What follows belongs to an exercise in optimizing a design on an open flow for small area; a production flow would make more cautious choices. Function was checked by simulation only, so behaviour that the tests miss may differ from the original. Power is estimated from default activity; no workload was simulated.

## lagoon
## MRAM_IP
module MRAM_IP(
  input BIST_EN,
  input BIST_HOLD_L,
  input DEBUG_Z,
  input TEST_MODE,
  output BIST_DONE,
  output BIST_FAIL,
  output SCAN_OUT_FAIL,
  input CLK,
  input RST_N,
  input [16:0] A,
  input [1:0]  NVR,
  input WEb,
  input CEb,
  input ECCBYPS,
  input [3:0] BEN,
  input [31:0] DIN,
  output [31:0] DOUT,
  output [3:0]  UE,
  output [3:0]  ERRF,
  output WRC,
  input  [51:0]  BK_DOUT,
  input  [4:0]   BK_WRC,
  output [9:0]   BK_ADDR,
  output [129:0] BK_CEB,
  output         BK_WEB,
  output [3:0]   BK_BEN,
  output [51:0]  BK_DIN
);
Settings: LEC_CHECK=0, CAP_MARGIN=20, CORE_MARGIN=2, CORE_UTILIZATION=40, CTS_BUF_LIST=sky130_fd_sc_hd__clkbuf_8, SLEW_MARGIN=20; clock period 10.0 ns.
run.sh (not shown) runs the stock make flow with config.mk's settings and CLKGATE_MAP_FILE= SYNTH_SCRIPT=/design/flow/synth_recipe.tcl, a recipe that flattens the netlist after the stock synthesis.
What violet does differently from lagoon at the input level:
==> flow/flow/run.sh (new file) <==
#!/bin/bash
# The standard layout (standard.sh), with two changes:
#  * synthesis maps the logic with an area-oriented ABC script (flow/synth.tcl);
#  * the port buffers are the smallest buffer cell (buf_1).
# The make output (every ORFS step, each of which also keeps its own log under
# orfs/logs/) goes to flow_make.log in the work folder.
set -euo pipefail
W=$(pwd)
export AREA_ABC_SCRIPT=$W/flow/area.script
bash standard.sh SYNTH_SCRIPT=$W/flow/synth.tcl \
  'BUFFER_PORTS_ARGS=-buffer_cell sky130_fd_sc_hd__buf_1' finish > $W/flow_make.log 2>&1
==> flow/flow/area.script (new file) <==
&get -n
&st
&dch -f
&nf -R 1000
&st
&dch -f
&nf -R 1000
&put
==> flow/flow/synth.tcl (new file) <==
# The standard synthesis script (synth_recipe.tcl), with ABC's
# combinational mapping run with an area-oriented script (flow/area.script).
# Registers are mapped before ABC runs, so they are the same as the standard
# synthesis's.
proc synth {args} { yosys synth -nofsm -noshare {*}$args }
proc abc {args} {
  set i [lsearch -exact $args -script]
  if { $i >= 0 } { lset args [expr {$i + 1}] $::env(AREA_ABC_SCRIPT) }
  yosys abc {*}$args
}
source $::env(SCRIPTS_DIR)/synth.tcl
# left out here: clear keep_hierarchy, flatten, clean up, hide names made inside functions, write 1_2_yosys.v
==> flow/standard.sh (new file) <==
#!/bin/bash
# synth_recipe.tcl (not shown) runs the flow's synth.tcl, then flattens the netlist and writes it again
# the make line also repeats each setting of config.mk as NAME=value (left out here)
make -C /OpenROAD-flow-scripts/flow DESIGN_CONFIG=/design/flow/config.mk WORK_HOME=/design/flow/orfs CLKGATE_MAP_FILE= SYNTH_SCRIPT=/design/flow/synth_recipe.tcl "${@:-finish}"
removed: flow/run.sh
DOUT[26] as the worst setup path endpoint was reported by violet, and DOUT[31] by lagoon. violet vs lagoon — final total power dropped 18%. violet against lagoon: final layout net count went down 55; clock buffer instance count of the final layout went down 1; number of filler instances in the final layout went down about 5%; post-layout minimum cycle time went down 0.67 ns; share of the synthesized area in compound gates (AO/OA/AOI/OAI) went down 0.20 points. Slack of the critical path for violet is higher than for lagoon. lagoon vs violet, master of the slowest instance on the critical path: clkdlybuf4s50_1 vs o21ai_0. | maximum achievable frequency | higher: violet |. In violet, the core occupancy in the finished layout came out 6.9 points below the value in lagoon. The power attributed to sequential cells in violet is 0.916 times that in lagoon.
--- input diff violet..tundra ---
- putting CTS_CLUSTER_DIAMETER at 200 where nothing was set
- putting CTS_CLUSTER_SIZE at 30 where nothing was set
- swapping sky130_fd_sc_hd__clkbuf_8 for sky130_fd_sc_hd__clkbuf_16 in CTS_BUF_LIST
tundra completed every stage of the flow, and the final layout passed the timing, DRC and antenna checks.
Of violet and tundra, tundra shows the higher internal power, with violet below it.
tundra falls short of violet in static leakage power.
Hold slack: tundra lower than violet
Comparing violet and tundra, the higher clock slew seen by the registers of the worst setup and hold paths is on violet.
For the share of the final layout cell area in multi-input gates, tundra came in 0.63 points lower than violet did.
Per the comparison of tundra with violet, final area picked up an extra about 1.4%, latest clock arrival within the worst-skew pair lost 0.04 ns, via count picked up an extra 55.
Looking at violet and tundra, the global-route usage is a wash.
Input changes introduced in zinc (baseline for comparison: tundra):
- SLEW_MARGIN now 0, was 20
- CTS_CLUSTER_DIAMETER no longer set, was 200
- CAP_MARGIN now 0, was 20
- CTS_CLUSTER_SIZE no longer set, was 30
- CTS_BUF_LIST now sky130_fd_sc_hd__clkbuf_8, was sky130_fd_sc_hd__clkbuf_16
Findings:
- Looking at fraction of power consumed by the clock network, zinc sits below tundra.
- zinc vs. tundra: routed wire length down about 0.75%; number of max-cap violations shows no meaningful change; hold slack went up 0.0034 ns; final clock period utilization by the worst path dropped 0.20 points; number of port buffers was more or less identical.
- zinc vs. tundra: number of cells on the worst reg-to-reg path went down by 8.
- Power consumed by combinational cells of tundra is on par with zinc.
- Global routing usage on met2 delta (zinc -> tundra): insignificant
- Looking at layout overhead on the synthesized area across tundra and zinc, the one that comes out lower is zinc.

port drivers added, routing unchanged:
In the flow no input, the clock included, has a driving cell. The finished layouts below were timed again as built, in two steps. Step 1 (the two cells are an assumption about what drives the block):
set clk [get_ports {CLK}]
set_driving_cell -lib_cell sky130_fd_sc_hd__clkbuf_16 $clk
set_driving_cell -lib_cell sky130_fd_sc_hd__buf_2 [delete_from_list [all_inputs] $clk]
Step 2 times the ports against the registers' clock, not the clock port: input delays grow and output delays shrink by t, the midpoint of the rising clock arrivals with the driver on. a / b / c = ideal / step 1 / step 2; a / b = the first two.
run | t, ns | setup WS [ns] | latest minus earliest clock arrival (ns) | cell pins on the clock port's net
lagoon | 0.495 | 2.538 / 2.502 / 2.502 | 0.017 / 0.017 | 1
violet | 0.502 | 3.205 / 3.165 / 3.165 | 0.013 / 0.013 | 1
tundra | 0.468 | 3.233 / 3.195 / 3.195 | 0.010 / 0.010 | 1
zinc | 0.491 | 3.253 / 3.215 / 3.215 | 0.012 / 0.012 | 1
After both steps setup and hold are still met in every run listed. For violet, which loses most, drivers alone change the setup slack by -0.040 ns; drivers and shift together by -0.040 ns.
